This is an optimization exercise on Yosys and OpenROAD, whose aim is small area, not a production implementation. In this exercise RTL edits were held to simulation tests only and were not proved equivalent to the original. The clock port is modelled as an ideal driver; clocking choices that lean on that would not hold on a real chip. Power figures rest on the tool's default switching activity, not on a simulated workload.

==> flow/design.v (excerpt) <==
module ControlUnit (
    input  wire        clk,
    input  wire [31:0] data_in,
    output wire [31:0] data_out
);
Size: ~380 cells after synthesis, about 65 I/O pins, ~3300 um^2 of cells after synthesis.
export LEC_CHECK = 0
export CAP_MARGIN = 0
export CORE_MARGIN = 2
export CORE_UTILIZATION = 70
export PLACE_DENSITY = 0.85
export SLEW_MARGIN = 0
create_clock -name core_clock -period 200.0 [get_ports {clk}]
standard.sh (not shown) runs the stock make flow with config.mk's settings and CLKGATE_MAP_FILE= SYNTH_SCRIPT=/design/flow/synth_recipe.tcl, a recipe that flattens the netlist after the stock synthesis.
==> flow/flow/run.sh <==
#!/bin/bash
# Own layout flow: the standard ORFS flow (the standard.sh), with
#  - synthesis: ORFS's synth.tcl, only the ABC script replaced by flow/area.abc
#  - 1x port buffers, one tie cell per constant, no timing-driven placement
#    buffers, and a small clock tree without dummy loads.
set -euo pipefail
W=$(pwd)
F=$W/flow
sed 's#^source \$::env(SCRIPTS_DIR)/synth_preamble.tcl#source $::env(SCRIPTS_DIR)/synth_preamble.tcl\nlset abc_args 1 '"$F"'/area.abc#' \
    "$FLOW_HOME/scripts/synth.tcl" > "$W/own_synth.tcl"
grep -q "lset abc_args 1" "$W/own_synth.tcl"
sed 's#\$::env(SCRIPTS_DIR)/synth.tcl#'"$W"'/own_synth.tcl#' "$W/synth_recipe.tcl" > "$W/own_synth_recipe.tcl"
grep -q own_synth.tcl "$W/own_synth_recipe.tcl"
bash "$W/standard.sh" \
    SYNTH_SCRIPT="$W/own_synth_recipe.tcl" \
    BUFFER_PORTS_ARGS="-buffer_cell sky130_fd_sc_hd__buf_1" \
    SKIP_REPAIR_TIE_FANOUT=1 \
    REMOVE_ABC_BUFFERS=1 \
    SYNTH_HIERARCHICAL=1 \
    GPL_TIMING_DRIVEN=0 \
    CTS_ARGS="-sink_clustering_enable -repair_clock_nets -dont_use_dummy_load -buf_list sky130_fd_sc_hd__clkbuf_2" \
    POST_CTS_TCL="$F/post_cts.tcl" \
    finish > "$W/own_flow.log" 2>&1
==> flow/flow/area.abc <==
strash
&get -n
&deepsyn -T 120 -S 2
&put
dch -f
amap
strash
dch -f
amap
==> flow/flow/post_cts.tcl <==
proc own_fix_clock_slew {target} {
  set sizes {sky130_fd_sc_hd__clkbuf_1 sky130_fd_sc_hd__clkbuf_2 sky130_fd_sc_hd__clkbuf_4 sky130_fd_sc_hd__clkbuf_8 sky130_fd_sc_hd__clkbuf_16}
  for {set pass 0} {$pass < 8} {incr pass} {
    estimate_parasitics -placement
    set todo {}
    foreach pin [get_pins -hierarchical */CLK] {
      if {[get_property $pin slew_max] > $target} {
        set net [get_nets -of_objects $pin]
        foreach drv [get_pins -of_objects $net -filter "direction == output"] {
          set name [get_full_name [get_cells -of_objects $drv]]
          if {[lsearch $todo $name] < 0} { lappend todo $name }
        }
      }
    }
    set changed 0
    foreach name $todo {
      set inst [get_cells $name]
      set master [get_property $inst ref_name]
      set idx [lsearch $sizes $master]
      if {$idx >= 0 && $idx < [llength $sizes] - 1} {
        puts "own_fix_clock_slew: $name $master -> [lindex $sizes [expr {$idx + 1}]]"
        replace_cell $inst [lindex $sizes [expr {$idx + 1}]]
        set changed 1
      }
    }
    if {!$changed} break
  }
  detailed_placement
  check_placement -verbose
  estimate_parasitics -placement
}
own_fix_clock_slew 0.10
The baseline went through all stages and came out clean.
Then changed:
- CAP_MARGIN: 0 -> 20
- CORE_UTILIZATION: 70 -> 85
- PLACE_DENSITY: 0.85 -> 0.92
- SLEW_MARGIN: 0 -> 20
Outcome: Utilization rose by 18 points; die area fell by about 17%; routed wire length rose by about 43%; worst hold slack gets better by 0.0035 ns; cell area fell by 0.55%; non-clock buffer count stays the same; setup slack gets worse by 0.73 ns; clock skew fell by 0.0067 ns; sequential power rose by about 2%; maximum frequency fell by 1.5%.
Then changed:
- CAP_MARGIN: 20 -> 10
- CORE_UTILIZATION: 85 -> 70
- PLACE_DENSITY: 0.92 -> 0.85
- SLEW_MARGIN: 20 -> 10
=> The new run passed the timing, design-rule and antenna checks; via count shrinks by 15%; power is lower by 5.5%; core utilization goes down by 18 points; die area goes up by 20%; wire length drops by 29%.
Then changed:
- CAP_MARGIN: 10 -> 20
- CORE_UTILIZATION: 70 -> 60
- PLACE_DENSITY: 0.85 -> 0.75
- SLEW_MARGIN: 10 -> 20
The new run finished with timing, DRC and antenna clean.
Core utilization went down by 10 points.
Synthesized area does not change.
Worst hold slack gains 0.0062 ns.
Power went down by about 0.8%.
Sequential cell count stays the same.
Via count went down by about 3.6%.
Sequential share of layout area went down by 0.24 points.
Die area went up by 16%.
Final area went up by 0.62%.
Routed wire length went down by 3.1%.
Then changed:
--- a/flow/flow/post_cts.tcl
+++ b/flow/flow/post_cts.tcl
@@ -32 +32 @@
-own_fix_clock_slew 0.10
+own_fix_clock_slew 0.09
- CORE_UTILIZATION: 60 -> 70
- PLACE_DENSITY: 0.75 -> 0.85
Clock skew fell by 0.018 ns.
Hold slack is worse by 0.0033 ns.
Setup slack loses 0.070 ns.
Global-route usage rose by 5.3 points.
Via count climbs by 3.2%.
Routed wire length grows by 4.1%.

[afterwards: timing with drivers on the ports]
Ports are ideal in the flow. The routed layouts listed here were re-timed in OpenROAD.
Step 1 (the two cells are an assumption about what drives the block):
set clk [get_ports {clk}]
set_driving_cell -lib_cell sky130_fd_sc_hd__clkbuf_16 $clk
set_driving_cell -lib_cell sky130_fd_sc_hd__buf_2 [delete_from_list [all_inputs] $clk]
Step 2 moves the port delays by t, midway between the first and last clock arrival at a register: inputs arrive t later, outputs are due t later. That takes back most of the time a late clock gives input paths.
Three values: ideal, step 1, step 2; two values: the first two.
| run | shift t [ns] | slack for setup (ns) | clock arrival spread, ns | slew at the worst register clock pin (ns) | pins driven straight from the clock port |
|---|---|---|---|---|---|
| the first run | 0.483 | 150.362 / 150.366 / 149.883 | 0.029 / 0.029 | 0.10 / 0.10 | 1 |
| the second run | 0.552 | 149.627 / 149.630 / 149.077 | 0.021 / 0.021 | 0.11 / 0.11 | 1 |
| the third run | 0.492 | 150.409 / 150.413 / 149.921 | 0.033 / 0.034 | 0.10 / 0.10 | 1 |
| the fourth run | 0.486 | 150.443 / 150.445 / 149.959 | 0.042 / 0.042 | 0.10 / 0.10 | 1 |
| the fifth run | 0.537 | 150.373 / 150.377 / 149.840 | 0.024 / 0.024 | 0.08 / 0.08 | 1 |
After both steps setup and hold are still met in every run listed. For the second run, which loses most, drivers alone change the setup slack by +0.003 ns; drivers and shift together by -0.550 ns.
